From an optimization exercise on the open Yosys and OpenROAD flow, aimed at small area, a short achievable clock period and few clock cycles; shortcuts taken in it are not production practice.
Where RTL was checked, it was by simulation tests only, not by an equivalence proof against the original.
Only the layout flow was run in runs 1 to 3; the RTL was not checked for function there.
Power and IR drop assume default switching activity.

[design/flow/run.sh]
#!/bin/bash
# synth_recipe.tcl (not shown) runs the flow's synth.tcl, then flattens the netlist and writes it again
# the make line also repeats each setting of config.mk as NAME=value (left out here)
make -C /OpenROAD-flow-scripts/flow DESIGN_CONFIG=/design/flow/config.mk WORK_HOME=/design/flow/orfs CLKGATE_MAP_FILE= SYNTH_SCRIPT=/design/flow/synth_recipe.tcl finish
[design/flow/config.mk]
export PLATFORM = sky130hd
export DESIGN_NAME = MPQ
export DESIGN_NICKNAME = MPQ
export VERILOG_FILES = /design/flow/design.v
export SDC_FILE = /design/flow/constraint.sdc
export NUM_CORES = 4
export LEC_CHECK = 0
export CAP_MARGIN = 20
export CORE_MARGIN = 2
export CORE_UTILIZATION = 30
export PLACE_DENSITY = 0.5
export SLEW_MARGIN = 20
[design/flow/constraint.sdc]
create_clock -name core_clock -period 7.0 [get_ports {clk}]
set_input_delay 1.4000 -clock core_clock [delete_from_list [all_inputs] [get_ports {clk}]]
set_output_delay 1.4000 -clock core_clock [all_outputs]
set_load 0.01 [all_outputs]
[design/flow/design.v]
module MPQ(clk,rst,data_valid,data,cmd_valid,cmd,index,value,busy,RAM_valid,RAM_A,RAM_D,done);
input clk;
input rst;
input data_valid;
input [7:0] data;
input cmd_valid;
input [2:0] cmd;
input [7:0] index;
input [7:0] value;
output reg busy;
output reg RAM_valid;
output [7:0] RAM_A;
output reg [7:0] RAM_D;
output reg done;
localparam S_LOAD = 3'd0, S_IDLE = 3'd1, S_PRE = 3'd2, S_R1 = 3'd3,
           S_R2 = 3'd4, S_R3 = 3'd5, S_WR = 3'd6;
localparam C_BUILD = 3'd0, C_EXT = 3'd1, C_INC = 3'd2, C_INS = 3'd3, C_WR = 3'd4;
reg [2:0] st;
reg [3:0] m;       
reg [3:0] rsel;    
reg [3:0] wa;      
reg [7:0] valr;    
reg [2:0] cr;      
reg       pend;    
reg       fixed;   
assign RAM_A = {4'd0, wa};
reg [119:0] A;
wire [7:0] a0 = A[7:0],   a1 = A[15:8],   a2 = A[23:16],  a3 = A[31:24];
wire [7:0] a4 = A[39:32], a5 = A[47:40],  a6 = A[55:48],  a7 = A[63:56];
wire [7:0] a8 = A[71:64], a9 = A[79:72],  a10 = A[87:80], a11 = A[95:88];
wire [7:0] a12 = A[103:96], a13 = A[111:104], a14 = A[119:112];
function gt8;
	input [7:0] a, b;
	reg [7:0] g, l;
	reg [3:0] g2, l2;
	reg [1:0] g4, l4;
	integer i;
	begin
		g = a & ~b;
		l = ~a & b;
		for (i = 0; i < 4; i = i + 1) begin
			g2[i] = g[2*i+1] | (~l[2*i+1] & g[2*i]);
			l2[i] = l[2*i+1] | (~g[2*i+1] & l[2*i]);
		end
		for (i = 0; i < 2; i = i + 1) begin
			g4[i] = g2[2*i+1] | (~l2[2*i+1] & g2[2*i]);
			l4[i] = l2[2*i+1] | (~g2[2*i+1] & l2[2*i]);
		end
		gt8 = g4[1] | (~l4[1] & g4[0]);
	end
endfunction
function [7:0] pick;
	input s0, s1, s2, s3, s4, s5, s6;
	input [7:0] v0, v1, v2, v3, v4, v5, v6;
	begin
		pick = ({8{s0}} & v0) | ({8{s1}} & v1) | ({8{s2}} & v2) | ({8{s3}} & v3) |
		       ({8{s4}} & v4) | ({8{s5}} & v5) | ({8{s6}} & v6);
	end
endfunction
wire r1 = (st == S_R1);
wire r2 = (st == S_R2);
wire r3 = (st == S_R3);
wire en1 = r2 | r3;           
wire en0 = r2;                
wire en2 = r1 | r3;           
wire r1ext = r1 & (cr == C_EXT);
reg [6:0] lok, rok;
always @(*) begin
	case (m)
		4'd0:  begin lok = 7'b0000000; rok = 7'b0000000; end
		4'd1:  begin lok = 7'b0000001; rok = 7'b0000000; end
		4'd2:  begin lok = 7'b0000001; rok = 7'b0000001; end
		4'd3:  begin lok = 7'b0000011; rok = 7'b0000001; end
		4'd4:  begin lok = 7'b0000011; rok = 7'b0000011; end
		4'd5:  begin lok = 7'b0000111; rok = 7'b0000011; end
		4'd6:  begin lok = 7'b0000111; rok = 7'b0000111; end
		4'd7:  begin lok = 7'b0001111; rok = 7'b0000111; end
		4'd8:  begin lok = 7'b0001111; rok = 7'b0001111; end
		4'd9:  begin lok = 7'b0011111; rok = 7'b0001111; end
		4'd10: begin lok = 7'b0011111; rok = 7'b0011111; end
		4'd11: begin lok = 7'b0111111; rok = 7'b0011111; end
		4'd12: begin lok = 7'b0111111; rok = 7'b0111111; end
		4'd13: begin lok = 7'b1111111; rok = 7'b0111111; end
		default: begin lok = 7'b1111111; rok = 7'b1111111; end
	endcase
end
wire c31 = gt8(a3, a1), c41 = gt8(a4, a1), c43 = gt8(a4, a3);
wire c52 = gt8(a5, a2), c62 = gt8(a6, a2), c65 = gt8(a6, a5);
wire c10 = gt8(a1, a0), c30 = gt8(a3, a0), c40 = gt8(a4, a0);
wire c20 = gt8(a2, a0), c50 = gt8(a5, a0), c60 = gt8(a6, a0);
wire c21 = gt8(a2, a1), c23 = gt8(a2, a3), c24 = gt8(a2, a4);
wire c51 = gt8(a5, a1), c53 = gt8(a5, a3), c54 = gt8(a5, a4);
wire c61 = gt8(a6, a1), c63 = gt8(a6, a3), c64 = gt8(a6, a4);
wire c73 = gt8(a7, a3),   c83 = gt8(a8, a3),    c87 = gt8(a8, a7);
wire c71 = gt8(a7, a1),   c81 = gt8(a8, a1);
wire c94 = gt8(a9, a4),   c104 = gt8(a10, a4),  c109 = gt8(a10, a9);
wire c91 = gt8(a9, a1),   c101 = gt8(a10, a1);
wire c115 = gt8(a11, a5), c125 = gt8(a12, a5),  c1211 = gt8(a12, a11);
wire c112 = gt8(a11, a2), c122 = gt8(a12, a2);
wire c136 = gt8(a13, a6), c146 = gt8(a14, a6),  c1413 = gt8(a14, a13);
wire c132 = gt8(a13, a2), c142 = gt8(a14, a2);
wire sl1 = en1 & lok[1] & c31 & ~c43;
wire sr1 = en1 & rok[1] & c41 & c43;
wire n1  = ~sl1 & ~sr1;
wire sl2 = en1 & lok[2] & c52 & ~c65;
wire sr2 = en1 & rok[2] & c62 & c65;
wire n2  = ~sl2 & ~sr2;
wire b1g0 = (n1 & c10) | (sl1 & c30) | (sr1 & c40);
wire b2g0 = (n2 & c20) | (sl2 & c50) | (sr2 & c60);
wire b2g1 = (n2 & ((n1 & c21) | (sl1 & c23) | (sr1 & c24))) |
            (sl2 & ((n1 & c51) | (sl1 & c53) | (sr1 & c54))) |
            (sr2 & ((n1 & c61) | (sl1 & c63) | (sr1 & c64)));
wire sl0 = en0 & lok[0] & b1g0 & ~b2g1;
wire sr0 = en0 & rok[0] & b2g0 & b2g1;
wire n0  = ~sl0 & ~sr0;
wire f3 = r1ext & (rsel == 4'd8);
wire f4 = r1ext & (rsel == 4'd10);
wire f5 = r1ext & (rsel == 4'd12);
wire f6 = r1ext & (rsel == 4'd14);
wire sl3 = en2 & lok[3] & (sl1 ? c71 : c73) & (~c87 | f3);
wire sr3 = en2 & rok[3] & (sl1 ? c81 : c83) & c87;
wire n3  = ~sl3 & ~sr3;
wire sl4 = en2 & lok[4] & (sr1 ? c91 : c94) & (~c109 | f4);
wire sr4 = en2 & rok[4] & (sr1 ? c101 : c104) & c109;
wire n4  = ~sl4 & ~sr4;
wire sl5 = en2 & lok[5] & (sl2 ? c112 : c115) & (~c1211 | f5);
wire sr5 = en2 & rok[5] & (sl2 ? c122 : c125) & c1211;
wire n5  = ~sl5 & ~sr5;
wire sl6 = en2 & lok[6] & (sr2 ? c132 : c136) & (~c1413 | f6);
wire sr6 = en2 & rok[6] & (sr2 ? c142 : c146) & c1413;
wire n6  = ~sl6 & ~sr6;
wire [7:0] n_0 = pick(n0, sl0 & n1, sl0 & sl1, sl0 & sr1, sr0 & n2, sr0 & sl2, sr0 & sr2,
                      a0, a1, a3, a4, a2, a5, a6);
wire [7:0] n_1 = pick(sl0, ~sl0 & n1, ~sl0 & sl1, ~sl0 & sr1, 1'b0, 1'b0, 1'b0,
                      a0, a1, a3, a4, 8'd0, 8'd0, 8'd0);
wire [7:0] n_2 = pick(sr0, ~sr0 & n2, ~sr0 & sl2, ~sr0 & sr2, 1'b0, 1'b0, 1'b0,
                      a0, a2, a5, a6, 8'd0, 8'd0, 8'd0);
wire [7:0] n_3 = pick(sl3, sr3, n3 & ~sl1, n3 & sl1, 1'b0, 1'b0, 1'b0,
                      a7, a8, a3, a1, 8'd0, 8'd0, 8'd0);
wire [7:0] n_4 = pick(sl4, sr4, n4 & ~sr1, n4 & sr1, 1'b0, 1'b0, 1'b0,
                      a9, a10, a4, a1, 8'd0, 8'd0, 8'd0);
wire [7:0] n_5 = pick(sl5, sr5, n5 & ~sl2, n5 & sl2, 1'b0, 1'b0, 1'b0,
                      a11, a12, a5, a2, 8'd0, 8'd0, 8'd0);
wire [7:0] n_6 = pick(sl6, sr6, n6 & ~sr2, n6 & sr2, 1'b0, 1'b0, 1'b0,
                      a13, a14, a6, a2, 8'd0, 8'd0, 8'd0);
wire [7:0] n_7  = pick(~sl3, sl3 & ~sl1, sl3 & sl1, 1'b0, 1'b0, 1'b0, 1'b0,
                       a7, a3, a1, 8'd0, 8'd0, 8'd0, 8'd0);
wire [7:0] n_8  = pick(~sr3, sr3 & ~sl1, sr3 & sl1, 1'b0, 1'b0, 1'b0, 1'b0,
                       a8, a3, a1, 8'd0, 8'd0, 8'd0, 8'd0);
wire [7:0] n_9  = pick(~sl4, sl4 & ~sr1, sl4 & sr1, 1'b0, 1'b0, 1'b0, 1'b0,
                       a9, a4, a1, 8'd0, 8'd0, 8'd0, 8'd0);
wire [7:0] n_10 = pick(~sr4, sr4 & ~sr1, sr4 & sr1, 1'b0, 1'b0, 1'b0, 1'b0,
                       a10, a4, a1, 8'd0, 8'd0, 8'd0, 8'd0);
wire [7:0] n_11 = pick(~sl5, sl5 & ~sl2, sl5 & sl2, 1'b0, 1'b0, 1'b0, 1'b0,
                       a11, a5, a2, 8'd0, 8'd0, 8'd0, 8'd0);
wire [7:0] n_12 = pick(~sr5, sr5 & ~sl2, sr5 & sl2, 1'b0, 1'b0, 1'b0, 1'b0,
                       a12, a5, a2, 8'd0, 8'd0, 8'd0, 8'd0);
wire [7:0] n_13 = pick(~sl6, sl6 & ~sr2, sl6 & sr2, 1'b0, 1'b0, 1'b0, 1'b0,
                       a13, a6, a2, 8'd0, 8'd0, 8'd0, 8'd0);
wire [7:0] n_14 = pick(~sr6, sr6 & ~sr2, sr6 & sr2, 1'b0, 1'b0, 1'b0, 1'b0,
                       a14, a6, a2, 8'd0, 8'd0, 8'd0, 8'd0);
wire [119:0] N = {n_14, n_13, n_12, n_11, n_10, n_9, n_8, n_7, n_6, n_5, n_4, n_3, n_2, n_1, n_0};
reg [7:0] rd;
always @(*) begin
	case (rsel)
		4'd0: rd = a0;   4'd1: rd = a1;   4'd2: rd = a2;   4'd3: rd = a3;
		4'd4: rd = a4;   4'd5: rd = a5;   4'd6: rd = a6;   4'd7: rd = a7;
		4'd8: rd = a8;   4'd9: rd = a9;   4'd10: rd = a10; 4'd11: rd = a11;
		4'd12: rd = a12; 4'd13: rd = a13; default: rd = a14;
	endcase
end
wire is_cmd = (cmd <= 3'd4);
wire issue  = is_cmd & ((st == S_IDLE) | r2);
wire start  = (st == S_PRE) | (r3 & pend);
wire ld     = (st == S_LOAD);
wire wval   = (start & (cr == C_INS)) | ((st == S_PRE) & (cr == C_INC) & gt8(valr, rd));
wire wone   = ld | wval | r1ext;
wire [7:0] bus = ld ? data : (r1ext ? 8'd0 : valr);
reg [119:0] An;
integer k;
always @(*) begin
	An = N;
	for (k = 0; k < 15; k = k + 1) begin
		if (wone && rsel == k)
			An[8*k +: 8] = bus;
		else if (r1ext && k == 0)
			An[8*k +: 8] = rd;
	end
end
always @(posedge clk) begin
	A[95:0] <= An[95:0];
end
always @(posedge clk or posedge rst) begin
	if (rst) A[119:96] <= 24'd0;
	else     A[119:96] <= An[119:96];
end
reg [2:0] nst;
always @(*) begin
	nst = st;
	case (st)
		S_LOAD: if (rsel == 4'd11) nst = S_IDLE;
		S_IDLE: if (is_cmd) begin
			case (cmd)
				C_BUILD: nst = fixed ? S_R2 : S_R1;
				C_WR:    nst = S_WR;
				default: nst = S_PRE;
			endcase
		end
		S_PRE:  nst = ((cr == C_INC) && fixed && (rsel <= 4'd6)) ? S_R2 : S_R1;
		S_R1:   nst = S_R2;
		S_R2:   nst = S_R3;
		S_R3:   if (pend) begin
			case (cr)
				C_BUILD: nst = S_R2;
				C_INC:   nst = S_PRE;
				C_WR:    nst = S_WR;
				default: nst = S_R1;
			endcase
		end else nst = S_IDLE;
		S_WR:   if (wa == m) nst = S_LOAD;
		default: nst = S_LOAD;
	endcase
end
always @(posedge clk or posedge rst) begin
	if (rst) begin
		st <= S_LOAD;
		rsel <= 4'd0;
		pend <= 1'b0;
		fixed <= 1'b0;
		busy <= 1'b1;
		RAM_valid <= 1'b0;
		done <= 1'b0;
	end else begin
		st <= nst;
		busy <= ~((nst == S_IDLE) | (nst == S_R2));
		done <= 1'b0;
		if (ld) begin
			rsel <= rsel + 4'd1;
			fixed <= 1'b0;
		end
		if (r3) begin
			fixed <= 1'b1;
			pend <= 1'b0;
		end
		if (issue) begin
			if (r2) pend <= 1'b1;
			if (cmd == C_WR) RAM_valid <= 1'b1;
			case (cmd)
				C_EXT:   rsel <= m;
				C_INC:   rsel <= index[3:0];
				C_INS:   rsel <= m + 4'd1;
				default: rsel <= 4'd1;
			endcase
		end
		if (r3 && pend && cr == C_WR)
			rsel <= 4'd2;
		if (st == S_WR) begin
			if (wa == m) begin
				RAM_valid <= 1'b0;
				done <= 1'b1;
				rsel <= 4'd0;
			end else
				rsel <= rsel + 4'd1;
		end
	end
end
always @(posedge clk) begin
	if (ld && rsel == 4'd11) m <= 4'd11;
	if (issue) begin
		cr <= cmd;
		valr <= value;
		if (cmd == C_WR) begin
			wa <= 4'd0;
			RAM_D <= n_0;
		end
	end
	if (start) begin
		if (cr == C_INS) m <= m + 4'd1;
		if (cr == C_EXT) m <= m - 4'd1;
	end
	if (r3 && pend && cr == C_WR) begin
		wa <= 4'd1;
		RAM_D <= n_1;
	end
	if (st == S_WR && wa != m) begin
		wa <= wa + 4'd1;
		RAM_D <= rd;
	end
end
endmodule
==> flow_summary.yaml, run 1 <==
yosys:
  syn-cell-area_um2: 15500
  synth_top_cell_by_area: "dfxtp_1"
  synth_top_area_frac: 0.146
  synth.area.mux_share: 0.0929
  synth_top_family_by_area: "compound AO/OA/AOI/OAI gates"
  synth_area_leaders: "dfxtp_1 (15%), mux2i_1 (7.9%), dfrtp_1 (5.7%)"
  yosys_warnings: 1
  synthDistinctLibCells: 102
  synth_compound_area_frac: 0.328
  synth_simple_gate_area_frac: 0.177
  yosys.area_share.adder: 0.0643
  syn_area_per_cell_um2: 7.72
  synth.yosys.seq_area_share: 0.249
  async_flop_share: 0.209
  synth-edff-count: 23
  postSynthCellCount: 2002
  ys_ff_latch: 172
  synth_xor_area_frac: 0.00680
  synth_ff_type: "dfxtp_1"
timing:
  layout_min_cycle_time_ps: 5620
  rsz0062_at_grt: "no"
  maxSlewHeadroom: 0.258
  hold_slack_ps: 527
  drv_slew: 0
  hold_viol: 0
  tns_ps: 0
  fmaxAchievable_mhz: 178
  setup_viol: 0
  fin_crit_sh: 0.803
  worst_pin_slew_ps: 1110
  clock_skew_ps: 16.2
power:
  ir_drop_v: 0.000270
  total_power_mw: 10.5
  leakagePower_nw: 6.17
  powerDensity_nw_per_um2: 624
global_route:
  overflow: 0
  grt_max_degree: 42
  grt_pass1_wl_um: 107000
  antenna_found_initial: 1
  grtUsageTotal: 0.269
  grt_pass1_vias: 15800
route:
  dr.first_iter.drc_count: 2413
  dr_wl_met3_um: 7610
  wl_per_cell_um: 28.0
  routed_wl_um: 73000
  wl_met2_um: 31100
  drt-pass1-iter-count: 6
  avgViaCountPerCell: 6.48
  final_antenna_net_count: 0
  vias: 16900
  top_layer: "met5"
  wl_met1_um: 30400
  drc: 0
setup_path:
  worstPathArrival_ps: 6020
  reg2reg_to: "A[16]$_DFF_P_"
  path_class: "reg -> reg"
  path_max_fanout: 10
  cp-startpoint: "rsel[0]$_DFFE_PP0P_"
  slowest_stage: "clkinv_1"
  crit_required_ps: 7400
  crit_path_max_incr_delay_ps: 770
  cp-end-kind: "flip-flop"
  r2r_cells: 13
  start_kind: "flip-flop"
  ff2ff_setup_slack_ps: 1380
  worstReg2RegStart: "rsel[0]$_DFFE_PP0P_"
  path_cells: "inv_1 -> ha_1 -> clkinv_1 -> o21ai_0 -> a22oi_1 -> o2111ai_1 -> o21ai_1 -> maj3_1 -> a21o_1 -> a211oi_4 -> nor3_1 -> nand2_1 -> mux2_2"
cts:
  cts_buffers: 17
  htree_levels: 4
  numClockSinks: 172
  postCtsHoldBufs: 0
  clock_latency_ps: 510
  cts_resized: 0
  cts_root_buffer: "clkbuf_16"
  cts_setup_buffers: 0
  cts_tree: "built"
  clk_pin_slew_worst_paths_ps: 80
  clockBufferDepth: 2
flow_run:
  drv_cap: 0
floorplanning:
  core_area_um2: 51100
  fp.dieH_um: 231
  die_x_um: 231
  rows: 83
  die_area_um2: 53300
  initial_core_util: 0.302
  ios: 50
layout:
  fin_util: 0.330
  finalNetCount: 1955
  final_area_um2: 16900
  drive_above_1_share: 0.0793
  diodes: 0
  synthToLayoutAreaGrowth_pct: 9.07
outcome:
  status: "no timing/DRC/antenna violations"
worst_hold_path:
  holdPathEnd: "RAM_valid$_DFF_PP0_"
  holdCritPathClass: "reg -> reg"
  hp-start: "RAM_valid$_DFF_PP0_"
  hold_depth: 2
place:
  placed_area_um2: 16300
  hpwl_um: 51000
  port_buffers: 39
  finalWeightedCongestion: 1.02
-- cell usage after synthesis, types with 11 or more instances --
library cell / instances
a31oi_1: 36
nand3_1: 31
o211ai_1: 24
a21oi_1: 142
a32oi_1: 17
a22oi_1: 49
o221ai_1: 17
o22ai_1: 36
inv_1: 99
edfxtp_1: 23
a211oi_1: 30
o2111ai_1: 13
mux2i_1: 122
nand2_1: 180
maj3_1: 77
inv_2: 12
nor3_1: 31
a221oi_1: 40
nor2b_1: 45
a222oi_1: 29
a2111oi_0: 12
nor2_1: 138
o21ai_0: 123
nand2b_1: 44
dfrtp_1: 35
and3_1: 17
buf_2: 47
dfxtp_1: 113
o31ai_1: 19
a22o_1: 12
and2_1: 11
clkbuf_1: 123
maj3_2: 12
-- layer usage --
layer / track usage / vias up
li1: - / 7357
met1: 0.361 / 8230
met2: 0.399 / 1132
met3: 0.0589 / 203
met4: 0.144 / 2
met5: 0 / -
-- cell usage in the layout (no fill, tap or decap), types with 19 or more instances in the layout --
cell,synthesis,layout
dfrtp_1,35,35
nor2_1,138,138
nand2_1,180,180
buf_4,5,41
a222oi_1,29,29
dfxtp_1,113,113
mux2i_1,122,122
o211ai_1,24,24
a22oi_1,49,49
nor3_1,31,29
a211oi_1,30,30
maj3_1,77,77
o22ai_1,36,36
o21ai_0,123,123
edfxtp_1,23,23
nor2b_1,45,45
inv_1,99,99
nand2b_1,44,44
a221oi_1,40,40
a21oi_1,142,136
clkdlybuf4s50_1,0,39
nand3_1,31,31
a31oi_1,36,36
o31ai_1,19,19
-- how the worst max path moves through the flow --
stage | endpoint | cells past startpoint
finish | A[16]$_DFF_P_ | 13
global route | A[16]$_DFF_P_ | 13
CTS | A[16]$_DFF_P_ | 13
detailed placement | A[16]$_DFF_P_ | 13
global placement | A[16]$_DFF_P_ | 13
floorplan | A[16]$_DFF_P_ | 14
-- sequential cells by signal, summed over array words and instances (netlist names), 4 cells and up --
register / cells
lok: 7
rok: 7
valr: 8
RAM_D: 8
A: 120
rsel: 4
wa: 4
-- where the power goes --
group	switching (mW)	leakage (nW)	total, mW	internal, mW
logic	4.35	4.33	6.73	2.38
clock network	0.522	0.289	1.00	0.481
registers	1.29	1.55	2.78	1.49
-- final cells by class --
class,instances,area (um2)
Sequential cell,172,3850
Clock buffer,18,429
Inverter,116,435
Timing Repair Buffer,80,698
Multi-Input combinational cell,1530,10400
Fill cell,5470,34200
Tap cell,680,851
Clock inverter,14,160
-- critical path, delay by kind of cell, from the launching register on --
family,cells,cell delay (ps)
fa+ha+maj,2,1030
compound gates,6,1970
buf+inv,2,900
flops,1,420
mux,1,390
simple gates,2,780
-- cell families (layout without fill, tap and decap cells) --
family / after synthesis / in the layout
adder cells (fa/ha/maj): 96 / 96
XOR/XNOR: 12 / 12
flip-flops: 172 / 172
AO/OA/AOI/OAI: 720 / 720
AND/OR/NAND/NOR: 560 / 560
other: 1 / 4
buffers and inverters: 303 / 228
multiplexers: 138 / 138
-- stage by stage --
| step | std cells | setup WS (ps) |
|---|---|---|
| 3_5_place_dp | 2578 | 1800 |
| 2_1_floorplan | 2005 | 3520 |
| 4_1_cts | 2610 | 1770 |
| 6_report | 2610 | 1380 |
| 3_3_place_gp | 2578 | 1850 |
| 5_1_grt | 2610 | 1370 |
==> run 2, diff against run 1 <==
--- a/design/flow/config.mk
+++ b/design/flow/config.mk
@@ -6,4 +6,5 @@
 export NUM_CORES = 4
 export LEC_CHECK = 0
+export ABC_AREA = 1
 export CAP_MARGIN = 20
 export CORE_MARGIN = 2
==> run 2 against run 1 <==
Still clean on timing, DRC and antenna. Combinational power increased by 14%. Sequential cell count unchanged. Global-route usage increased by 2.9 points. Maximum frequency increased by 12%. Critical path depth increased by 7. Final cell count increased by 32%. Hold slack got worse by 11 ps. Final area increased by 5.4%. Critical endpoint is now RAM_D[0]$_DFFE_PP_. Largest power group unchanged.
==> flow_summary.yaml, run 2 <==
route:
  routed_wl_um: 85800
  wl_per_cell_um: 24.9
  dr.first_iter.drc_count: 2816
  vias: 20900
  drc: 0
  final_antenna_net_count: 0
  avgViaCountPerCell: 6.05
  top_layer: "met4"
  drt-pass1-iter-count: 6
  dr_wl_met3_um: 10200
  wl_met2_um: 36500
  wl_met1_um: 33800
power:
  p_clk_frac: 0.093
  powerDensity_nw_per_um2: 626
  cell_internal_pwr_mw: 4.20
  combPwrFrac: 0.691
  leakagePower_nw: 7.92
  total_power_mw: 11.1
  swShare: 0.622
  pwr-share-seq: 0.216
  ir_drop_v: 0.000253
  p_sw_mw: 6.91
yosys:
  synth_ff_type: "dfxtp_1"
  syn_area_per_cell_um2: 5.85
  syn-cell-area_um2: 16300
  synth.yosys.seq_area_share: 0.236
  yosys_warnings: 1
  yosysMostFrequentCell: "nand2_1"
  netlist_top_cells_count: "nand2_1 (763), nor2_1 (324), inv_1 (243), o21ai_0 (217), nand3_1 (200)"
  synth-edff-count: 23
  postSynthCellCount: 2790
  synth_top_area_frac: 0.175
  synth_top_cell_by_area: "nand2_1"
  synth_area_leaders: "nand2_1 (18%), dfxtp_1 (14%), nor2_1 (7.4%)"
  synthDistinctLibCells: 62
  async_flop_share: 0.209
  ys_ff_latch: 172
timing:
  hold_viol: 0
  fmaxAchievable_mhz: 200
  maxSlewHeadroom: 0.183
  drv_slew: 0
  rsz0062_at_grt: "no"
  tns_ps: 0
  fin_crit_sh: 0.715
  worst_pin_slew_ps: 1220
  setup_viol: 0
  clock_skew_ps: 17.1
  fin_ws_ps: 1990
  layout_min_cycle_time_ps: 5010
floorplanning:
  fp.dieH_um: 237
  ios: 50
  die_area_um2: 56300
  core_area_um2: 53800
  die_x_um: 237
  rows: 85
  initial_core_util: 0.303
cts:
  postCtsHoldBufs: 0
  cts_resized: 0
  numClockSinks: 172
  htree_levels: 4
  clockBufferDepth: 2
  clk_pin_slew_worst_paths_ps: 80
  clock_latency_ps: 530
  cts_buffers: 17
  cts_setup_buffers: 0
  cts_root_buffer: "clkbuf_16"
  cts_tree: "built"
layout:
  final.fill_count: 6046
  top_register: "A"
  largest_reg_flops: 120
  drive_above_1_share: 0.0643
  synthToLayoutAreaGrowth_pct: 8.75
  reg_top3: "A x120, RAM_D x8, valr x8"
  multi_input_area_um2: 10600
  layout_common_cells: "nand2_1 (763), nor2_1 (324), inv_1 (243), o21ai_0 (217), nand3_1 (200)"
  final_common_cell: "nand2_1"
  fin_util: 0.330
  final_area_um2: 17800
  finalNetCount: 2776
  regArea_um2: 3850
global_route:
  antenna_found_initial: 0
  grt_max_degree: 37
  overflow: 0
  grt_pass1_wl_um: 124000
  grtUsageTotal: 0.298
  grt_pass1_vias: 19300
place:
  port_buffers: 39
  placed_area_um2: 17100
  hpwl_um: 58600
  post-place-ws_ps: 2220
  finalWeightedCongestion: 0.997
setup_path:
  start_kind: "flip-flop"
  crit_required_ps: 7250
  cp-end-kind: "flip-flop"
  r2r_cells: 20
  worstReg2RegStart: "A[39]$_DFF_P_"
  worstPathArrival_ps: 5260
  ff2ff_setup_slack_ps: 1990
  path_class: "reg -> reg"
  reg2reg_to: "RAM_D[0]$_DFFE_PP_"
  path_max_fanout: 22
worst_hold_path:
  holdPathEnd: "RAM_valid$_DFF_PP0_"
  holdCritPathClass: "reg -> reg"
  hold_depth: 2
  hp-start: "RAM_valid$_DFF_PP0_"
outcome:
  status: "no timing/DRC/antenna violations"
flow_run:
  drv_cap: 0
-- run 2: changes by cell type in the layout (fill, tap and decap cells not counted), moves of 44 or more --
cell      change
o21ai_0      +94
maj3_1       -77
o22ai_1      +72
nand3_1     +169
a21oi_1      -67
nand2b_1     -44
nor3_1       +67
o21ai_1      +72
inv_1       +144
mux2i_1     -122
nand4_1      +50
nand2_1     +583
nor2_1      +186
-- run 2: worst max path at each step --
stage | start | to | slack, ps | cells past startpoint
finish | A[39]$_DFF_P_ | RAM_D[0]$_DFFE_PP_ | 1990 | 20
global route | A[29]$_DFF_P_ | RAM_D[6]$_DFFE_PP_ | 1820 | 19
CTS | A[29]$_DFF_P_ | RAM_D[0]$_DFFE_PP_ | 2210 | 19
detailed placement | A[29]$_DFF_P_ | RAM_D[6]$_DFFE_PP_ | 2220 | 19
global placement | A[29]$_DFF_P_ | RAM_D[0]$_DFFE_PP_ | 2260 | 19
floorplan | cmd[2] | rsel[1]$_DFFE_PP0P_ | 3980 | 9
-- run 2: critical path, stage by stage, from the launching register on --
cell,delay (ps)
dfxtp_1,890
inv_1,560
nand2_1,210
nand2_1,100
nor2_1,100
nand3_1,130
nand2_2,120
nand3_2,80
inv_2,500
nand2_1,210
nand3_1,150
nand2_1,160
nand3_2,350
nor2_2,180
buf_4,260
nand2_1,100
nor2_1,40
nor2_1,260
nand2_1,130
nand2_1,80
nand3_1,120
-- run 2: area by class of cell --
class | count | area share
clock buffers | 19 | 0.0261
diodes | 1 | 0.000141
clock inverters | 13 | 0.00789
inverters | 278 | 0.0589
flip-flops and latches | 172 | 0.217
well taps | 696 | 0.0490
multi-input cells | 2181 | 0.596
repair buffers | 88 | 0.0450
-- run 2: power groups by stage --
stage	clock network (mW)	registers (mW)	logic [mW]
2_1_floorplan	0	1.86	5.19
3_3_place_gp	0	2.38	7.17
3_5_place_dp	0	2.37	7.32
4_1_cts	1.05	2.36	7.35
5_1_grt	1.08	2.44	8.23
6_report	1.04	2.40	7.68
-- run 2: routing by layer --
layer  vias to the layer above  global-route usage
li1                       9339                   -
met1                      9662               0.386
met2                      1527               0.452
met3                       323              0.0634
met4                         0               0.185
met5                         -                   0
-- run 2: cell families (layout without fill, tap and decap cells) --
logic type | after synthesis | after routing | synth area share
buf+inv | 440 | 398 | 0.117
other cells | 1 | 5 | 0.000230
compound gates | 643 | 643 | 0.233
fa+ha+maj | 7 | 7 | 0.00536
flops | 172 | 172 | 0.236
xor+xnor | 11 | 11 | 0.00590
simple gates | 1516 | 1516 | 0.403
-- run 2: through the flow --
step	hold WS, ps	cells
2_1_floorplan	487	2793
3_3_place_gp	493	3413
3_5_place_dp	507	3414
4_1_cts	526	3446
5_1_grt	541	3447
6_report	516	3448
==> run 3, diff against run 2 <==
--- a/design/flow/design.v
+++ b/design/flow/design.v
@@ -18,5 +18,5 @@
 reg [2:0] st;
 reg [3:0] m;       
-reg [3:0] rsel;    
+reg [14:0] os;     
 reg [3:0] wa;      
 reg [7:0] valr;    
@@ -63,5 +63,6 @@
 wire en1 = r2 | r3;           
 wire en0 = r2;                
-wire en2 = r1 | r3;           
+wire ib  = (st == S_IDLE) & ~fixed & (cmd == C_BUILD);
+wire en2 = r1 | r3 | ib;      
 wire r1ext = r1 & (cr == C_EXT);
 reg [6:0] lok, rok;
@@ -114,8 +115,8 @@
 wire sr0 = en0 & rok[0] & b2g0 & b2g1;
 wire n0  = ~sl0 & ~sr0;
-wire f3 = r1ext & (rsel == 4'd8);
-wire f4 = r1ext & (rsel == 4'd10);
-wire f5 = r1ext & (rsel == 4'd12);
-wire f6 = r1ext & (rsel == 4'd14);
+wire f3 = r1ext & os[8];
+wire f4 = r1ext & os[10];
+wire f5 = r1ext & os[12];
+wire f6 = r1ext & os[14];
 wire sl3 = en2 & lok[3] & (sl1 ? c71 : c73) & (~c87 | f3);
 wire sr3 = en2 & rok[3] & (sl1 ? c81 : c83) & c87;
@@ -162,11 +163,16 @@
 wire [119:0] N = {n_14, n_13, n_12, n_11, n_10, n_9, n_8, n_7, n_6, n_5, n_4, n_3, n_2, n_1, n_0};
 reg [7:0] rd;
-always @(*) begin
-	case (rsel)
-		4'd0: rd = a0;   4'd1: rd = a1;   4'd2: rd = a2;   4'd3: rd = a3;
-		4'd4: rd = a4;   4'd5: rd = a5;   4'd6: rd = a6;   4'd7: rd = a7;
-		4'd8: rd = a8;   4'd9: rd = a9;   4'd10: rd = a10; 4'd11: rd = a11;
-		4'd12: rd = a12; 4'd13: rd = a13; default: rd = a14;
-	endcase
+integer j;
+always @(*) begin
+	rd = 8'd0;
+	for (j = 0; j < 15; j = j + 1)
+		rd = rd | ({8{os[j]}} & A[8*j +: 8]);
+end
+reg [14:0] moh, ioh;
+always @(*) begin
+	for (j = 0; j < 15; j = j + 1) begin
+		moh[j] = (m == j);
+		ioh[j] = (index[3:0] == j);
+	end
 end
 wire is_cmd = (cmd <= 3'd4);
@@ -174,7 +180,7 @@
 wire start  = (st == S_PRE) | (r3 & pend);
 wire ld     = (st == S_LOAD);
-wire wval   = (start & (cr == C_INS)) | ((st == S_PRE) & (cr == C_INC) & gt8(valr, rd));
-wire wone   = ld | wval | r1ext;
-wire [7:0] bus = ld ? data : (r1ext ? 8'd0 : valr);
+wire pinc   = (st == S_PRE) & (cr == C_INC);
+wire wone   = ld | (start & (cr == C_INS)) | pinc | r1ext;
+wire [7:0] bus = ld ? data : (r1ext ? 8'd0 : ((pinc & ~gt8(valr, rd)) ? rd : valr));
 reg [119:0] An;
 integer k;
@@ -182,5 +188,5 @@
 	An = N;
 	for (k = 0; k < 15; k = k + 1) begin
-		if (wone && rsel == k)
+		if (wone && os[k])
 			An[8*k +: 8] = bus;
 		else if (r1ext && k == 0)
@@ -199,13 +205,13 @@
 	nst = st;
 	case (st)
-		S_LOAD: if (rsel == 4'd11) nst = S_IDLE;
+		S_LOAD: if (os[11]) nst = S_IDLE;
 		S_IDLE: if (is_cmd) begin
 			case (cmd)
-				C_BUILD: nst = fixed ? S_R2 : S_R1;
+				C_BUILD: nst = S_R2;
 				C_WR:    nst = S_WR;
 				default: nst = S_PRE;
 			endcase
 		end
-		S_PRE:  nst = ((cr == C_INC) && fixed && (rsel <= 4'd6)) ? S_R2 : S_R1;
+		S_PRE:  nst = ((cr == C_INC) && fixed && (|os[6:0])) ? S_R2 : S_R1;
 		S_R1:   nst = S_R2;
 		S_R2:   nst = S_R3;
@@ -225,5 +231,5 @@
 	if (rst) begin
 		st <= S_LOAD;
-		rsel <= 4'd0;
+		os <= 15'd1;
 		pend <= 1'b0;
 		fixed <= 1'b0;
@@ -236,5 +242,5 @@
 		done <= 1'b0;
 		if (ld) begin
-			rsel <= rsel + 4'd1;
+			os <= {os[13:0], 1'b0};
 			fixed <= 1'b0;
 		end
@@ -247,24 +253,24 @@
 			if (cmd == C_WR) RAM_valid <= 1'b1;
 			case (cmd)
-				C_EXT:   rsel <= m;
-				C_INC:   rsel <= index[3:0];
-				C_INS:   rsel <= m + 4'd1;
-				default: rsel <= 4'd1;
+				C_EXT:   os <= moh;
+				C_INC:   os <= ioh;
+				C_INS:   os <= {moh[13:0], 1'b0};
+				default: os <= 15'd2;
 			endcase
 		end
 		if (r3 && pend && cr == C_WR)
-			rsel <= 4'd2;
+			os <= 15'd4;
 		if (st == S_WR) begin
 			if (wa == m) begin
 				RAM_valid <= 1'b0;
 				done <= 1'b1;
-				rsel <= 4'd0;
+				os <= 15'd1;
 			end else
-				rsel <= rsel + 4'd1;
+				os <= {os[13:0], 1'b0};
 		end
 	end
 end
 always @(posedge clk) begin
-	if (ld && rsel == 4'd11) m <= 4'd11;
+	if (ld && os[11]) m <= 4'd11;
 	if (issue) begin
 		cr <= cmd;
--- a/design/flow/config.mk
+++ b/design/flow/config.mk
@@ -11,3 +11,4 @@
 export CORE_UTILIZATION = 30
 export PLACE_DENSITY = 0.5
+export SETUP_SLACK_MARGIN = 3.0
 export SLEW_MARGIN = 20
==> run 3 against run 2 <==
Count of clock-buffer cells in the layout decreased by 2. Area after synthesis increased by 7.0%. Clock skew increased by 8.0 ps. Die area increased by 6.9%. Sequential power increased by 7%. Power increased by 15%. Final area increased by 9.8%. Maximum frequency increased by 25%. Final cell count increased by 10%. Utilization increased by 0.79 points. Global-route usage increased by 1.7 points. Sequential share of layout area decreased by 0.45 points.
==> flow_summary.yaml, run 3 <==
layout:
  layout_common_cells: "nand2_1 (926), nor2_1 (364), nand3_1 (284), inv_1 (239), o21ai_0 (175)"
  final_area_um2: 19500
  synthToLayoutAreaGrowth_pct: 11.5
  final.fill_count: 6595
  finalNetCount: 3064
  top_register: "A"
  largest_reg_flops: 120
  drive_above_1_share: 0.0868
  reg_top3: "A x120, os x15"
  final_common_cell: "nand2_1"
  final_cells: 3807
setup_path:
  worstPathArrival_ps: 4380
  path_class: "reg -> reg"
  cpMostUsedCell: "nand2_1"
  path_max_fanout: 16
  path_buf_inv: 4
  r2r_cells: 17
  path_cells: "buf_4 -> inv_2 -> o21ai_0 -> nor3_1 -> nand2_1 -> inv_1 -> nand2_1 -> o21ai_0 -> nand2_1 -> nand2_1 -> nand3_2 -> nand2_2 -> nand2_1 -> nand3_1 -> nand2_1 -> inv_4 -> a21oi_1"
  cp_top_family: "simple AND/OR/NAND/NOR gates"
  crit_path_max_incr_delay_ps: 430
  reg2reg_to: "A[14]$_DFF_P_"
  start_kind: "flip-flop"
  worstReg2RegStart: "A[11]$_DFF_P_"
  ff2ff_setup_slack_ps: 3010
  slowest_stage: "inv_4"
  cp-end-kind: "flip-flop"
  crit_required_ps: 7390
yosys:
  async_flop_share: 0.257
  yosysMostFrequentCell: "nand2_1"
  syn-cell-area_um2: 17500
  synthDistinctLibCells: 59
  synth_area_leaders: "nand2_1 (20%), dfxtp_1 (13%), nand3_1 (8.2%)"
  synth_top_cell_by_area: "nand2_1"
  syn_area_per_cell_um2: 5.72
  synth_top_area_frac: 0.200
  synth-edff-count: 23
  netlist_top_cells_count: "nand2_1 (930), nor2_1 (374), nand3_1 (286), inv_1 (248), o21ai_0 (176)"
  synth.yosys.seq_area_share: 0.236
  postSynthCellCount: 3058
  yosys_warnings: 1
  synth_ff_type: "dfxtp_1"
  ys_ff_latch: 183
timing:
  drv_slew: 0
  fmaxAchievable_mhz: 251
  worst_pin_slew_ps: 1130
  rsz0062_at_grt: "no"
  fin_ws_ps: 3010
  setup_viol: 0
  tns_ps: 0
  hold_viol: 0
  fin_crit_sh: 0.570
  clock_skew_ps: 25.0
  maxSlewHeadroom: 0.241
  layout_min_cycle_time_ps: 3990
floorplanning:
  die_x_um: 245
  die_area_um2: 60200
  core_area_um2: 57700
  ios: 50
  rows: 88
  initial_core_util: 0.303
  fp.dieH_um: 245
global_route:
  grt_max_degree: 48
  grt_pass1_wl_um: 138000
  grt_pass1_vias: 19800
  overflow: 0
  grtUsageTotal: 0.315
  antenna_found_initial: 1
route:
  dr.first_iter.drc_count: 3265
  final_antenna_net_count: 0
  wl_per_cell_um: 25.4
  vias: 22500
  drc: 0
  routed_wl_um: 96700
  avgViaCountPerCell: 5.92
  drt-pass1-iter-count: 8
cts:
  cts_buffers: 17
  cts_root_buffer: "clkbuf_16"
  numClockSinks: 183
  clk_pin_slew_worst_paths_ps: 90
  postCtsHoldBufs: 0
  cts_tree: "built"
  htree_levels: 4
  clockBufferDepth: 2
  clock_latency_ps: 540
flow_run:
  drv_cap: 0
power:
  total_power_mw: 12.8
  leakagePower_nw: 8.67
  powerDensity_nw_per_um2: 656
  ir_drop_v: 0.000307
place:
  hpwl_um: 65700
  post-place-cells: 3749
  finalWeightedCongestion: 1.03
  post-place-ws_ps: 1900
  port_buffers: 39
  placed_area_um2: 18400
worst_hold_path:
  hp-start: "pend$_DFF_PP0_"
  holdCritPathClass: "reg -> reg"
  hold_depth: 2
  holdPathEnd: "pend$_DFF_PP0_"
outcome:
  status: "no timing/DRC/antenna violations"
==> run 3: cell types whose count changed in the layout (fill, tap and decap cells not counted), sizes merged, moves of 8 or more <==
cell	previous run	this run
inv	280	294
o22ai	108	47
nor2	339	389
clkinvlp	1	9
nand4	56	97
nand3	206	295
o21ai	301	237
dfrtp	35	45
buf	49	85
nand2	792	950
o221ai	12	26
o211ai	21	34
a22oi	29	3
a21oi	69	89
==> run 3: logic make-up (layout without fill, tap and decap cells) <==
family	count (synthesis)	in the layout	synth area share
fa+ha+maj	5	5	0.00358
xor+xnor	9	9	0.00451
simple gates	1851	1853	0.459
flops	183	183	0.236
compound gates	527	527	0.180
buf+inv	482	460	0.116
other cells	1	5	0.000215
==> run 3: worst min-delay path: cells and delay by family (launching register included) <==
kind / cells / cell delay (ps)
flops: 1 / 370
simple gates: 1 / 60
compound gates: 1 / 60
==> run 3: area by class of cell <==
| cell class | instances | area [um2] | share of cell area |
|---|---|---|---|
| timing repair buffer | 124 | 1060 | 0.0542 |
| multi-input combinational | 2398 | 11500 | 0.590 |
| timing repair inverter | 1 | 7.51 | 0.000385 |
| clock inverter | 15 | 194 | 0.00995 |
| antenna | 1 | 2.50 | 0.000128 |
| inverter | 303 | 1210 | 0.0621 |
| clock buffer | 17 | 425 | 0.0218 |
| tap | 765 | 957 | 0.0491 |
| sequential | 183 | 4140 | 0.213 |
==> run 3: worst max path at each step <==
stage	startpoint	endpoint	slack, ps	cells past startpoint
3_5_place_dp	cmd[0]	A[113]$_DFF_PP0_	1900	14
4_1_cts	os[1]$_DFFE_PP0P_	A[105]$_DFF_PP0_	3000	16
3_3_place_gp	cmd[1]	A[114]$_DFF_PP0_	1950	14
5_1_grt	cmd[0]	A[28]$_DFF_P_	3000	16
6_report	A[11]$_DFF_P_	A[14]$_DFF_P_	3010	17
2_1_floorplan	cmd[1]	RAM_D[0]$_DFFE_PP_	3520	5
==> run 3: what timing repair did <==
item / 4_1_cts / 5_1_grt
hold endpoints to repair: 0 / 0
setup buffers: 3 / 19
setup endpoints to repair: 87 / 129
gates resized for setup: 18 / 58
pin swaps: 1 / 5
cloned: 1 / 2
==> run 3: routing by layer <==
metal,global-route usage,share of wire,wire length (um),vias to the layer above
met5,0,0.00016,15,-
met4,0.193,0.067,6500,2
met3,0.0742,0.11,11100,370
met2,0.462,0.42,40200,1534
met1,0.415,0.40,38900,10500
li1,-,-,-,10200
==> run 3: through the flow <==
stage	hold slack, ps	util
after floorplan	475	-
after global placement	514	0.320
after detailed placement	508	0.320
after CTS	533	0.332
after global routing	568	0.338
final	529	0.338
==> run 3: power breakdown <==
group / total, mW / switching [mW] / internal (mW)
clock network: 1.10 / 0.579 / 0.519
logic: 9.12 / 6.62 / 2.50
registers: 2.57 / 0.936 / 1.64
total: 12.8 / 8.13 / 4.65
==> run 4, diff against run 3 <==
--- a/design/flow/design.v
+++ b/design/flow/design.v
@@ -11,10 +11,9 @@
 output reg RAM_valid;
 output [7:0] RAM_A;
-output reg [7:0] RAM_D;
+output [7:0] RAM_D;
 output reg done;
-localparam S_LOAD = 3'd0, S_IDLE = 3'd1, S_PRE = 3'd2, S_R1 = 3'd3,
-           S_R2 = 3'd4, S_R3 = 3'd5, S_WR = 3'd6;
+localparam S_LOAD = 0, S_IDLE = 1, S_PRE = 2, S_R1 = 3, S_R2 = 4, S_R3 = 5, S_WR = 6;
 localparam C_BUILD = 3'd0, C_EXT = 3'd1, C_INC = 3'd2, C_INS = 3'd3, C_WR = 3'd4;
-reg [2:0] st;
+reg [6:0] st;
 reg [3:0] m;       
 reg [14:0] os;     
@@ -25,4 +24,7 @@
 reg       fixed;   
 assign RAM_A = {4'd0, wa};
+reg [7:0] wd;
+reg       wf;
+assign RAM_D = wf ? a0 : wd;
 reg [119:0] A;
 wire [7:0] a0 = A[7:0],   a1 = A[15:8],   a2 = A[23:16],  a3 = A[31:24];
@@ -58,10 +60,10 @@
 	end
 endfunction
-wire r1 = (st == S_R1);
-wire r2 = (st == S_R2);
-wire r3 = (st == S_R3);
+wire r1 = st[S_R1];
+wire r2 = st[S_R2];
+wire r3 = st[S_R3];
 wire en1 = r2 | r3;           
 wire en0 = r2;                
-wire ib  = (st == S_IDLE) & ~fixed & (cmd == C_BUILD);
+wire ib  = st[S_IDLE] & ~fixed & (cmd == C_BUILD);
 wire en2 = r1 | r3 | ib;      
 wire r1ext = r1 & (cr == C_EXT);
@@ -177,8 +179,8 @@
 end
 wire is_cmd = (cmd <= 3'd4);
-wire issue  = is_cmd & ((st == S_IDLE) | r2);
-wire start  = (st == S_PRE) | (r3 & pend);
-wire ld     = (st == S_LOAD);
-wire pinc   = (st == S_PRE) & (cr == C_INC);
+wire issue  = is_cmd & (st[S_IDLE] | r2);
+wire start  = st[S_PRE] | (r3 & pend);
+wire ld     = st[S_LOAD];
+wire pinc   = st[S_PRE] & (cr == C_INC);
 wire wone   = ld | (start & (cr == C_INS)) | pinc | r1ext;
 wire [7:0] bus = ld ? data : (r1ext ? 8'd0 : ((pinc & ~gt8(valr, rd)) ? rd : valr));
@@ -201,34 +203,20 @@
 	else     A[119:96] <= An[119:96];
 end
-reg [2:0] nst;
-always @(*) begin
-	nst = st;
-	case (st)
-		S_LOAD: if (os[11]) nst = S_IDLE;
-		S_IDLE: if (is_cmd) begin
-			case (cmd)
-				C_BUILD: nst = S_R2;
-				C_WR:    nst = S_WR;
-				default: nst = S_PRE;
-			endcase
-		end
-		S_PRE:  nst = ((cr == C_INC) && fixed && (|os[6:0])) ? S_R2 : S_R1;
-		S_R1:   nst = S_R2;
-		S_R2:   nst = S_R3;
-		S_R3:   if (pend) begin
-			case (cr)
-				C_BUILD: nst = S_R2;
-				C_INC:   nst = S_PRE;
-				C_WR:    nst = S_WR;
-				default: nst = S_R1;
-			endcase
-		end else nst = S_IDLE;
-		S_WR:   if (wa == m) nst = S_LOAD;
-		default: nst = S_LOAD;
-	endcase
-end
+wire wlast = (wa == m);
+wire skip1 = (cr == C_INC) & fixed & (|os[6:0]);
+wire [6:0] nst;
+assign nst[S_LOAD] = (st[S_LOAD] & ~os[11]) | (st[S_WR] & wlast);
+assign nst[S_IDLE] = (st[S_LOAD] & os[11]) | (st[S_IDLE] & ~is_cmd) | (r3 & ~pend);
+assign nst[S_PRE]  = (st[S_IDLE] & is_cmd & (cmd != C_BUILD) & (cmd != C_WR)) |
+                     (r3 & pend & (cr == C_INC));
+assign nst[S_R1]   = (st[S_PRE] & ~skip1) | (r3 & pend & ((cr == C_EXT) | (cr == C_INS)));
+assign nst[S_R2]   = r1 | (st[S_IDLE] & (cmd == C_BUILD)) | (st[S_PRE] & skip1) |
+                     (r3 & pend & (cr == C_BUILD));
+assign nst[S_R3]   = r2;
+assign nst[S_WR]   = (st[S_IDLE] & (cmd == C_WR)) | (r3 & pend & (cr == C_WR)) |
+                     (st[S_WR] & ~wlast);
 always @(posedge clk or posedge rst) begin
 	if (rst) begin
-		st <= S_LOAD;
+		st <= 7'd1 << S_LOAD;
 		os <= 15'd1;
 		pend <= 1'b0;
@@ -237,7 +225,9 @@
 		RAM_valid <= 1'b0;
 		done <= 1'b0;
+		wf <= 1'b0;
 	end else begin
+		wf <= issue & (cmd == C_WR);
 		st <= nst;
-		busy <= ~((nst == S_IDLE) | (nst == S_R2));
+		busy <= ~(nst[S_IDLE] | nst[S_R2]);
 		done <= 1'b0;
 		if (ld) begin
@@ -261,6 +251,6 @@
 		if (r3 && pend && cr == C_WR)
 			os <= 15'd4;
-		if (st == S_WR) begin
-			if (wa == m) begin
+		if (st[S_WR]) begin
+			if (wlast) begin
 				RAM_valid <= 1'b0;
 				done <= 1'b1;
@@ -276,8 +266,5 @@
 		cr <= cmd;
 		valr <= value;
-		if (cmd == C_WR) begin
-			wa <= 4'd0;
-			RAM_D <= n_0;
-		end
+		if (cmd == C_WR) wa <= 4'd0;
 	end
 	if (start) begin
@@ -287,9 +274,9 @@
 	if (r3 && pend && cr == C_WR) begin
 		wa <= 4'd1;
-		RAM_D <= n_1;
-	end
-	if (st == S_WR && wa != m) begin
+		wd <= n_1;
+	end
+	if (st[S_WR] && !wlast) begin
 		wa <= wa + 4'd1;
-		RAM_D <= rd;
+		wd <= rd;
 	end
 end
--- a/design/flow/config.mk
+++ b/design/flow/config.mk
@@ -6,5 +6,4 @@
 export NUM_CORES = 4
 export LEC_CHECK = 0
-export ABC_AREA = 1
 export CAP_MARGIN = 20
 export CORE_MARGIN = 2
==> run 4 against run 3 <==
Power fell by 9.2%. Clock skew fell by 3.8 ps. Setup slack improved by 36 ps. Final cell count fell by 26%. Register-to-register slack improved by 40 ps. Combinational power fell by about 20%. Die area fell by 5.5%. Area after synthesis fell by 5.6%. Via count fell by 18%. Hold slack got worse by 29 ps. Synthesized cell count fell by 28%. Critical path type unchanged. Largest cell class unchanged. Largest power group unchanged.
==> flow_summary.yaml, run 4 <==
outcome:
  status: "no timing/DRC/antenna violations"
yosys:
  synth_top_cell_by_area: "dfxtp_1"
  synth_ff_type: "dfxtp_1"
  yosysMostFrequentCell: "nand2_1"
  syn_area_per_cell_um2: 7.54
  netlist_top_cells_count: "nand2_1 (237), nor2_1 (158), clkbuf_1 (142), o21ai_0 (128), a21oi_1 (121)"
  synth.yosys.seq_area_share: 0.258
  synth_xor_area_frac: 0.00372
  yosys.area_share.adder: 0.0540
  syn-cell-area_um2: 16500
  synth_top_area_frac: 0.137
  synth_simple_gate_area_frac: 0.206
  yosys_warnings: 1
  synth_compound_area_frac: 0.330
  synth-edff-count: 23
  postSynthCellCount: 2189
  synthDistinctLibCells: 99
  synth.area.mux_share: 0.0660
  ys_ff_latch: 188
  synth_area_leaders: "dfxtp_1 (14%), dfrtp_1 (7.4%), nand2_1 (5.4%)"
  synth_top_family_by_area: "compound AO/OA/AOI/OAI gates"
  async_flop_share: 0.277
timing:
  drv_slew: 0
  fmaxAchievable_mhz: 253
  clock_skew_ps: 21.3
  tns_ps: 0
  setup_viol: 0
  layout_min_cycle_time_ps: 3950
  hold_viol: 0
  hold_slack_ps: 500
  maxSlewHeadroom: 0.233
  rsz0062_at_grt: "yes"
  worst_pin_slew_ps: 1150
  fin_crit_sh: 0.565
power:
  ir_drop_v: 0.000285
  powerDensity_nw_per_um2: 634
  leakagePower_nw: 6.52
place:
  hpwl_um: 56500
  port_buffers: 39
  finalWeightedCongestion: 0.980
  placed_area_um2: 17300
route:
  routed_wl_um: 81500
  wl_per_cell_um: 28.9
  final_antenna_net_count: 0
  dr.first_iter.drc_count: 2651
  avgViaCountPerCell: 6.56
  drt-pass1-iter-count: 7
  vias: 18500
  drc: 0
cts:
  cts_tree: "built"
  numClockSinks: 188
  clk_pin_slew_worst_paths_ps: 80
  cts_buffers: 17
  clockBufferDepth: 2
  cts_root_buffer: "clkbuf_16"
  htree_levels: 4
  clock_latency_ps: 520
  postCtsHoldBufs: 0
flow_run:
  drv_cap: 0
global_route:
  overflow: 0
  grt_pass1_wl_um: 117000
  antenna_found_initial: 2
  grtUsageTotal: 0.281
  grt_pass1_vias: 16600
  grt_max_degree: 53
setup_path:
  start_kind: "flip-flop"
  cp-end-kind: "flip-flop"
  path_cells: "a222oi_1 -> nand3_2 -> o21ai_2 -> o21ai_0 -> a311oi_2 -> buf_4 -> a31oi_2 -> mux2_2 -> a22oi_2 -> buf_6 -> nand2_1 -> a22o_1"
  cp-startpoint: "os[5]$_DFFE_PP0P_"
  r2r_cells: 12
  reg2reg_to: "A[27]$_DFF_P_"
  ff2ff_setup_slack_ps: 3050
  worstReg2RegStart: "os[5]$_DFFE_PP0P_"
  crit_path_max_incr_delay_ps: 800
  path_buf_inv: 2
  path_class: "reg -> reg"
  path_max_fanout: 15
  slowest_stage: "a222oi_1"
  worstPathArrival_ps: 4360
  cp_top_family: "compound AO/OA/AOI/OAI gates"
  crit_required_ps: 7400
  path_depth: 12
  worstSetupEndpoint: "A[27]$_DFF_P_"
layout:
  final_common_cell: "nand2_1"
  largest_reg_flops: 120
  diodes: 0
  finalNetCount: 2145
  reg_top3: "A x120, os x15"
  final_area_um2: 18300
  top_register: "A"
  drive_above_1_share: 0.114
  synthToLayoutAreaGrowth_pct: 11.0
  layout_common_cells: "nand2_1 (237), nor2_1 (157), o21ai_0 (125), a21oi_1 (120), inv_1 (102)"
  final.fill_count: 5707
floorplanning:
  initial_core_util: 0.305
  ios: 50
  rows: 85
  die_x_um: 238
  core_area_um2: 54100
  fp.dieH_um: 238
  die_area_um2: 56900
worst_hold_path:
  holdCritPathClass: "reg -> reg"
run 4: per-layer routing:
layer,global-route usage,wire [um]
met1,0.378,33500
met2,0.422,35000
met3,0.0604,8620
met5,0,13
met4,0.145,4360
run 4: worst min path at each step:
stage                   startpoint  cells past startpoint  slack, ps                  end
2_1_floorplan      st[4]$_DFF_PP0_                      0        350      st[5]$_DFF_PP0_
3_3_place_gp   RAM_valid$_DFF_PP0_                      2        490  RAM_valid$_DFF_PP0_
3_5_place_dp   RAM_valid$_DFF_PP0_                      2        490  RAM_valid$_DFF_PP0_
4_1_cts        RAM_valid$_DFF_PP0_                      2        500  RAM_valid$_DFF_PP0_
5_1_grt        RAM_valid$_DFF_PP0_                      2        530  RAM_valid$_DFF_PP0_
6_report       RAM_valid$_DFF_PP0_                      2        500  RAM_valid$_DFF_PP0_
run 4: area by class of cell:
class	instances	area [um2]	share of cell area
flip-flops and latches	188	4310	0.235
repair buffers	111	965	0.0527
clock buffers	17	425	0.0232
clock inverters	15	195	0.0107
multi-input cells	1675	11100	0.606
inverters	116	454	0.0248
well taps	696	871	0.0476
run 4: worst reg2reg max path, delay by kind of cell, from the launching register on:
kind | cells | cell delay [ps]
simple gates | 2 | 420
mux | 1 | 350
flops | 1 | 610
buf+inv | 2 | 480
compound gates | 7 | 1980
run 4: cell families after synthesis:
logic type,Yosys count
buffers and inverters,329
muxes,106
and+or+nand+nor,700
xor gates and xnor gates,7
DFF,188
adders and majority gates,87
AOI/OAI and AO/OA,771
other,1
run 4: power by group:
part	switching (mW)	total [mW]	internal, mW
registers	1.54	3.23	1.69
logic	4.60	7.29	2.69
clock network	0.543	1.09	0.546
total	6.68	11.6	4.93
run 4: what timing repair did:
item                                    in CTS  in global routing
gates resized for setup                     41                 45
endpoints found under the setup margin     125                122
pin swaps                                    5                  7
setup buffers                               16                  6
run 4: through the flow:
stage	cells	total power, mW	util	setup slack (ps)
4_1_cts	2812	11.1	0.335	2920
5_1_grt	2818	12.1	0.338	2990
3_3_place_gp	2764	9.81	0.319	1960
6_report	2818	11.6	0.338	3050
3_5_place_dp	2764	9.87	0.319	1930
2_1_floorplan	2192	7.24	-	3120
Testbench counts of run 4, summed over its fixed seeds: cycles 10,229.

## port drivers added, routing unchanged
Ports are ideal in the flow. The routed layouts listed here were re-timed in OpenROAD.
Step 1 sets driving cells, clkbuf_16 on the clock port and buf_2 on the other inputs (assumed; they add their load-dependent delay and slew).
Step 2 times the ports against the registers' clock, not the clock port: input delays grow and output delays shrink by t, the midpoint of the rising clock arrivals with the driver on.
a / b / c = ideal / step 1 / step 2; a / b = the first two.
run	t (ns)	slack for setup (ns)	hold slack, ns	worst slew at a driven data input, ns	pins driven straight from the clock port
run 1	0.560	1.379 / 1.379 / 1.379	0.527 / 0.527 / 0.527	0.04	1
run 2	0.577	1.993 / 1.993 / 1.993	0.516 / 0.516 / 0.516	0.03	1
run 3	0.593	3.010 / 3.010 / 2.621	0.529 / 0.529 / 0.529	0.05	1
run 4	0.565	3.045 / 3.045 / 2.674	0.500 / 0.500 / 0.500	0.04	1
After both steps setup and hold are still met in every run listed. For run 3, which loses most, drivers alone change the setup slack by 0.000 ns; drivers and shift together by -0.389 ns.
